From an optimization exercise on the open Yosys and OpenROAD flow, aimed at small area, a short achievable clock period and few clock cycles; shortcuts taken in it are not production practice. Where RTL was checked, it was by simulation tests only, not by an equivalence proof against the original.

==> run a: inputs <==
==> flow/design.v (excerpt) <==
module zhxpu_core(
	input clk,
	input rst,
	output wire [15:0] imem_addr,
	input [15:0] imem_rdata,
	input imem_ready,
	output wire [15:0] dmem_addr,
	output wire [15:0] dmem_wdata,
	output wire dmem_we,
	output wire dmem_re,
	input [15:0] dmem_rdata,
	input dmem_ready
);
	reg [15:0] pc;           
	reg [15:0] ir;           
	reg ir_sp, ir_ih, ir_ra;  
	reg [15:0] gpr [0:7];
	reg [15:0] sp, ih, ra;
	reg t;
	reg [15:0] ex_a, ex_b;   
	reg ex_cin;
	reg ex_add, ex_and, ex_or, ex_shl, ex_sh, ex_arith;
	reg ex_ld, ex_st, ex_cmp, ex_wr, ex_br;
	reg [3:0] ex_dst;        
	wire ex_mem = ex_ld | ex_st;
	wire hold = !imem_ready || (ex_mem && !dmem_ready);
	wire [15:0] sum;
	zx_add16 u_alu_add(.a(ex_a), .b(ex_b), .cin(ex_cin), .s(sum));
	wire [15:0] add_p = ex_a ^ ex_b;
	wire [15:0] add_k = {ex_a[14:0] | ex_b[14:0], ex_cin};
	wire add_zero = &(add_p ~^ add_k);
	wire [15:0] b_rev;
	genvar gi;
	generate for (gi = 0; gi < 16; gi = gi + 1) begin : g_rev
		assign b_rev[gi] = ex_b[15 - gi];
	end endgenerate
	wire [15:0] sh_in = ex_shl ? b_rev : ex_b;
	wire fill = ex_arith & ex_b[15];
	wire big = |ex_a[15:4];
	wire [15:0] sh1 = ex_a[0] ? {fill, sh_in[15:1]} : sh_in;
  ...
make LEC_CHECK=0 CAP_MARGIN=20 CORE_MARGIN=2 CORE_UTILIZATION=40 SETUP_SLACK_MARGIN=5 SLEW_MARGIN=20 finish   # period 9.0 ns
run.sh (not shown) runs the stock make flow with config.mk's settings and CLKGATE_MAP_FILE= SYNTH_SCRIPT=/design/flow/synth_recipe.tcl, a recipe that flattens the netlist after the stock synthesis.
==> inputs of run b, as changes to run a <==
--- a/flow/design.v
+++ b/flow/design.v
@@ -112,16 +112,24 @@
 	wire i_mtih   = g_11110 && ir[0];
 	wire g_shift  = op == 5'b00110;        
 	wire use_sp = ir_sp;
 	wire i_mem = i_lw | i_lwsp | i_sw | i_swsp;
 	wire br_jump = i_jr | i_jalr | i_jrra;
 	wire d_br = i_b | i_beqz | i_bnez | i_bteqz | i_btnez | br_jump;
-	wire [15:0] a_gpr = gpr[rx];
+	wire [2:0] b_idx = i_swsp ? rx : ry;
+	reg [15:0] a_gpr, b_reg;
+	integer ri;
+	always @(*) begin
+		a_gpr = 16'b0;
+		b_reg = 16'b0;
+		for (ri = 0; ri < 8; ri = ri + 1) begin
+			a_gpr = a_gpr | (gpr[ri] & {16{rx == ri}});
+			b_reg = b_reg | (gpr[ri] & {16{b_idx == ri}});
+		end
+	end
 	wire [15:0] a_reg = ir_sp ? sp : ir_ih ? ih : ir_ra ? ra : a_gpr;
-	wire [2:0] b_idx = i_swsp ? rx : ry;
-	wire [15:0] b_reg = gpr[b_idx];
 	wire ex_wr_gpr = ex_wr && !ex_dst[3];
 	wire fwd_a = ir_sp ? (ex_wr && ex_dst == 4'd8) :
 		ir_ih ? (ex_wr && ex_dst == 4'd9) :
 		ir_ra ? (ex_wr && ex_dst == 4'd10) :
 		(ex_wr_gpr && ex_dst[2:0] == rx);
 	wire fwd_b = ex_wr_gpr && ex_dst[2:0] == b_idx;
@@ -130,21 +138,23 @@
 	wire t_val = ex_cmp ? ex_t : t;
 	wire [15:0] sext8 = {{8{ir[7]}}, ir[7:0]};
 	wire [15:0] sext4 = {{12{ir[3]}}, ir[3:0]};
 	wire [15:0] sext5 = {{11{ir[4]}}, ir[4:0]};
 	wire [15:0] sext11 = {{5{ir[10]}}, ir[10:0]};
 	wire [3:0] shamt = (ir[4:2] == 3'b000) ? 4'd8 : {1'b0, ir[4:2]};
-	wire [15:0] mem_off = (i_lw | i_sw) ? sext5 : sext8;
+	wire br_rel = i_b | i_beqz | i_bnez | i_bteqz | i_btnez;
+	wire [15:0] tgt_base = br_rel ? pc : a_reg;
+	wire [15:0] tgt_off = i_b ? sext11 : (i_lw | i_sw) ? sext5 : sext8;
 	wire [15:0] agu;
-	zx_add16 u_agu(.a(a_reg), .b(mem_off), .cin(1'b0), .s(agu));
+	zx_add16 u_agu(.a(tgt_base), .b(tgt_off), .cin(1'b0), .s(agu));
 	wire ex_slow = ex_sh | ex_ld;
 	wire stall = fwd_a && (i_mem || ((i_beqz | i_bnez | br_jump) && ex_slow));
 	wire a_zero = fwd_a ? ex_zero : (a_reg == 16'b0);
 	wire taken = i_b | (i_beqz & a_zero) | (i_bnez & !a_zero)
 		| (i_bteqz & !t_val) | (i_btnez & t_val) | br_jump;
-	wire [15:0] br_target = pc + (i_b ? sext11 : sext8);
+	wire [15:0] br_target = agu;
 	wire [15:0] pc_inc = pc + 16'd1;
 	wire [15:0] br_dest = br_jump ? a_val : br_target;
 	wire [15:0] pc_next = taken ? br_dest : pc_inc;
 	reg [15:0] op1, op2;
 	reg d_cin, d_add, d_and, d_or, d_shl, d_sh, d_arith, d_ld, d_st, d_cmp, d_wr;
 	reg [3:0] d_dst;
==> flow/config.mk (replaced) <==
export PLATFORM = sky130hd
export DESIGN_NAME = zhxpu_core
export DESIGN_NICKNAME = zhxpu_core
export VERILOG_FILES = /design/flow/design.v
export SDC_FILE = /design/flow/constraint.sdc
export NUM_CORES = 4
export LEC_CHECK = 0
export ABC_AREA = 1
export CAP_MARGIN = 20
export CORE_MARGIN = 2
export CORE_UTILIZATION = 60
export CTS_BUF_LIST = sky130_fd_sc_hd__clkbuf_8
export SETUP_SLACK_MARGIN = 5
export SLEW_MARGIN = 20
export TNS_END_PERCENT = 0
==> inputs of run c, as changes to run a <==
--- a/flow/design.v
+++ b/flow/design.v
@@ -11,13 +11,12 @@
 	output wire dmem_re,
 	input [15:0] dmem_rdata,
 	input dmem_ready
 );
 	reg [15:0] pc;           
 	reg [15:0] ir;           
-	reg ir_sp, ir_ih, ir_ra;  
 	reg [15:0] gpr [0:7];
 	reg [15:0] sp, ih, ra;
 	reg t;
 	reg [15:0] ex_a, ex_b;   
 	reg ex_cin;
 	reg ex_add, ex_and, ex_or, ex_shl, ex_sh, ex_arith;
@@ -54,13 +53,13 @@
 		else if (ex_or) oth = ex_a | ex_b;
 		else if (ex_shl) oth = shr_rev;
 		else oth = shr;
 	end
 	wire [15:0] ex_res = ex_add ? sum : oth;
 	wire ex_zero = ex_add ? add_zero : ~|oth;
-	wire ex_t = !add_zero;   
+	wire ex_t = (ex_a != ex_b);
 	assign dmem_addr = ex_a;
 	assign dmem_wdata = ex_b;
 	assign dmem_we = ex_st;
 	assign dmem_re = ex_ld;
 	always @(posedge clk) begin
 		if (!hold) begin
@@ -108,24 +107,24 @@
 	wire i_sw     = op == 5'b11011;
 	wire i_swsp   = op == 5'b11010;
 	wire g_11110  = op == 5'b11110;
 	wire i_mfih   = g_11110 && !ir[0];
 	wire i_mtih   = g_11110 && ir[0];
 	wire g_shift  = op == 5'b00110;        
-	wire use_sp = ir_sp;
+	wire use_sp = i_addsp | i_lwsp | i_swsp;
 	wire i_mem = i_lw | i_lwsp | i_sw | i_swsp;
 	wire br_jump = i_jr | i_jalr | i_jrra;
 	wire d_br = i_b | i_beqz | i_bnez | i_bteqz | i_btnez | br_jump;
 	wire [15:0] a_gpr = gpr[rx];
-	wire [15:0] a_reg = ir_sp ? sp : ir_ih ? ih : ir_ra ? ra : a_gpr;
+	wire [15:0] a_reg = use_sp ? sp : i_mfih ? ih : i_jrra ? ra : a_gpr;
 	wire [2:0] b_idx = i_swsp ? rx : ry;
 	wire [15:0] b_reg = gpr[b_idx];
 	wire ex_wr_gpr = ex_wr && !ex_dst[3];
-	wire fwd_a = ir_sp ? (ex_wr && ex_dst == 4'd8) :
-		ir_ih ? (ex_wr && ex_dst == 4'd9) :
-		ir_ra ? (ex_wr && ex_dst == 4'd10) :
+	wire fwd_a = use_sp ? (ex_wr && ex_dst == 4'd8) :
+		i_mfih ? (ex_wr && ex_dst == 4'd9) :
+		i_jrra ? (ex_wr && ex_dst == 4'd10) :
 		(ex_wr_gpr && ex_dst[2:0] == rx);
 	wire fwd_b = ex_wr_gpr && ex_dst[2:0] == b_idx;
 	wire [15:0] a_val = fwd_a ? ex_res : a_reg;
 	wire [15:0] b_val = fwd_b ? ex_res : b_reg;
 	wire t_val = ex_cmp ? ex_t : t;
 	wire [15:0] sext8 = {{8{ir[7]}}, ir[7:0]};
@@ -133,14 +132,13 @@
 	wire [15:0] sext5 = {{11{ir[4]}}, ir[4:0]};
 	wire [15:0] sext11 = {{5{ir[10]}}, ir[10:0]};
 	wire [3:0] shamt = (ir[4:2] == 3'b000) ? 4'd8 : {1'b0, ir[4:2]};
 	wire [15:0] mem_off = (i_lw | i_sw) ? sext5 : sext8;
 	wire [15:0] agu;
 	zx_add16 u_agu(.a(a_reg), .b(mem_off), .cin(1'b0), .s(agu));
-	wire ex_slow = ex_sh | ex_ld;
-	wire stall = fwd_a && (i_mem || ((i_beqz | i_bnez | br_jump) && ex_slow));
+	wire stall = i_mem && fwd_a;
 	wire a_zero = fwd_a ? ex_zero : (a_reg == 16'b0);
 	wire taken = i_b | (i_beqz & a_zero) | (i_bnez & !a_zero)
 		| (i_bteqz & !t_val) | (i_btnez & t_val) | br_jump;
 	wire [15:0] br_target = pc + (i_b ? sext11 : sext8);
 	wire [15:0] pc_inc = pc + 16'd1;
 	wire [15:0] br_dest = br_jump ? a_val : br_target;
@@ -167,18 +165,15 @@
 			op2 = b_val; d_add = 1'b1; d_wr = 1'b1; d_dst = 4'd8;
 		end
 		if (g_11100) begin
 			op1 = a_val; op2 = i_subu ? ~b_val : b_val; d_cin = i_subu;
 			d_add = 1'b1; d_wr = 1'b1; d_dst = {1'b0, rz};
 		end
-		if (i_and | i_or) begin
+		if (i_and | i_or | i_cmp) begin
 			op1 = a_val; op2 = b_val;
-			d_and = i_and; d_or = i_or; d_wr = 1'b1;
-		end
-		if (i_cmp) begin
-			op1 = a_val; op2 = ~b_val; d_cin = 1'b1; d_add = 1'b1; d_cmp = 1'b1;
+			d_and = i_and; d_or = i_or; d_cmp = i_cmp; d_wr = !i_cmp;
 		end
 		if (i_srav) begin
 			op1 = a_val; op2 = b_val; d_sh = 1'b1; d_arith = 1'b1;
 			d_wr = 1'b1; d_dst = {1'b0, ry};
 		end
 		if (g_shift) begin
@@ -210,26 +205,20 @@
 			op1 = agu; d_ld = 1'b1; d_wr = 1'b1; d_dst = i_lw ? {1'b0, ry} : {1'b0, rx};
 		end
 		if (i_sw | i_swsp) begin
 			op1 = agu; op2 = b_val; d_st = 1'b1;
 		end
 	end
-	wire [4:0] f_op = imem_rdata[15:11];
-	wire f_sp = (f_op == 5'b01100 && imem_rdata[10:8] == 3'b011) || f_op == 5'b10010 || f_op == 5'b11010;
-	wire f_ih = f_op == 5'b11110 && !imem_rdata[0];
-	wire f_ra = f_op == 5'b11101 && imem_rdata[7:5] == 3'b001 && imem_rdata[4:0] == 5'b00000;
 	assign imem_addr = pc;
 	always @(posedge clk) begin
 		if (!rst) begin
 			pc <= 16'b0;
 			ir <= 16'b0;
-			ir_sp <= 1'b0; ir_ih <= 1'b0; ir_ra <= 1'b0;
 		end else if (!hold && !stall) begin
 			pc <= pc_next;
 			ir <= imem_rdata;
-			ir_sp <= f_sp; ir_ih <= f_ih; ir_ra <= f_ra;
 		end
 	end
 	always @(posedge clk) begin
 		if (!rst) begin
 			ex_ld <= 1'b0; ex_st <= 1'b0; ex_cmp <= 1'b0; ex_wr <= 1'b0;
 			ex_br <= 1'b0;
==> flow/config.mk (replaced) <==
export PLATFORM = sky130hd
export DESIGN_NAME = zhxpu_core
export DESIGN_NICKNAME = zhxpu_core
export VERILOG_FILES = /design/flow/design.v
export SDC_FILE = /design/flow/constraint.sdc
export NUM_CORES = 4
export LEC_CHECK = 0
export ABC_CLOCK_PERIOD_IN_PS = 4000
export CAP_MARGIN = 20
export CORE_MARGIN = 2
export CORE_UTILIZATION = 40
export SETUP_SLACK_MARGIN = 5
export SLEW_MARGIN = 20
==> impl_metrics.xml <==
<?xml version="1.0" encoding="UTF-8"?>
<metrics>
  <group name="status">
    <metric name="status" unit="">finished clean</metric>
  </group>
  <group name="critical_path">
    <metric name="critPathSlowestCell" unit="">edfxtp_1</metric>
    <metric name="critical_path.cell_chain" unit="">buf_4 -&gt; bufbuf_16 -&gt; nor2_1 -&gt; mux2i_2 -&gt; and3_1 -&gt; o31ai_1 -&gt; a31oi_2 -&gt; nor3b_1 -&gt; nor4bb_2 -&gt; nand4_1 -&gt; buf_6 -&gt; and4_4 -&gt; nor3b_4 -&gt; buf_12 -&gt; a2111oi_0 -&gt; a311o_1</metric>
    <metric name="cp_max_fo" unit="">25</metric>
  </group>
  <group name="power_and_ir_drop">
    <metric name="leakage_power" unit="nW">8.560</metric>
    <metric name="netSwitchingPower" unit="W">0.001032</metric>
    <metric name="clockPowerShare" unit="%">36.3</metric>
    <metric name="powerDensity" unit="nW/µm²">151.9</metric>
  </group>
  <group name="clocking">
    <metric name="clock_tree.root_cell" unit="">clkbuf_16</metric>
    <metric name="cts_max_level" unit="">1</metric>
  </group>
  <group name="logic_synthesis">
    <metric name="synth_seq_area_share" unit="%">40.47</metric>
    <metric name="synth_seq_cells" unit="">263</metric>
  </group>
  <group name="hold_path">
    <metric name="worstHoldStart" unit="">ex_st$_SDFFE_PN0N_</metric>
  </group>
</metrics>
# the run above: run a

==> impl_metrics.xml <==
<?xml version="1.0" encoding="UTF-8"?>
<metrics>
  <group name="critical_path">
    <metric name="critPathSlowestCell" unit="">dfxtp_4</metric>
    <metric name="cp_max_fo" unit="">7</metric>
  </group>
  <group name="power_and_ir_drop">
    <metric name="clockPowerShare" unit="%">27.4</metric>
    <metric name="leakage_power" unit="nW">8.309</metric>
    <metric name="netSwitchingPower" unit="W">0.001252</metric>
  </group>
  <group name="clocking">
    <metric name="clock_tree.root_cell" unit="">clkbuf_8</metric>
    <metric name="cts_max_level" unit="">2</metric>
  </group>
  <group name="hold_path">
    <metric name="worstHoldStart" unit="">ex_cmp$_SDFFE_PN0N_</metric>
  </group>
  <group name="status">
    <metric name="status" unit="">finished clean</metric>
  </group>
  <group name="logic_synthesis">
    <metric name="synth_seq_area_share" unit="%">43.79</metric>
    <metric name="synth_seq_cells" unit="">260</metric>
  </group>
</metrics>
# the run above: run b

==> impl_metrics.xml <==
<?xml version="1.0" encoding="UTF-8"?>
<metrics>
  <group name="status">
    <metric name="status" unit="">finished clean</metric>
  </group>
  <group name="clocking">
    <metric name="cts_max_level" unit="">1</metric>
  </group>
  <group name="power_and_ir_drop">
    <metric name="netSwitchingPower" unit="W">0.0009866</metric>
    <metric name="clockPowerShare" unit="%">34.9</metric>
    <metric name="leakage_power" unit="nW">8.152</metric>
    <metric name="powerDensity" unit="nW/µm²">148.6</metric>
  </group>
  <group name="critical_path">
    <metric name="cp_max_fo" unit="">4</metric>
  </group>
  <group name="hold_path">
    <metric name="worstHoldStart" unit="">ex_cmp$_SDFFE_PN0N_</metric>
  </group>
</metrics>
# the run above: run c

Testbench counts of run b, summed over its fixed seeds: cycles 41,488.
Testbench counts of run c, summed over its fixed seeds: cycles 41,477.
Function not checked in run a: the RTL went through the layout flow alone.

==> separate check: timing with driven ports <==
The results above use ideal ports. As a check the final layouts listed here were re-extracted and re-timed, cells and wires unchanged. Step 1, drivers: a clkbuf_16 drives clk and a buf_2 each remaining input, both assumed. Step 2, shift: input delay + t, output delay - t, t = (earliest + latest rising clock arrival at the registers) / 2. This alone moves slack from input paths to output paths. a / b / c = no drivers / after step 1 / after step 2; a / b = the first two.
run	t, ns	setup WS [ns]	worst setup path after step 2	pins driven straight from the clock port
run a	0.622	4.918 / 4.918 / 4.447	input to register	1
run b	0.623	4.885 / 4.885 / 4.726	input to register	1
run c	0.627	4.392 / 4.392 / 4.098	input to register	1
After both steps every run listed still meets setup and hold. The setup slack of run a, which loses most, moves by 0.000 ns with the drivers and by -0.471 ns with both steps.
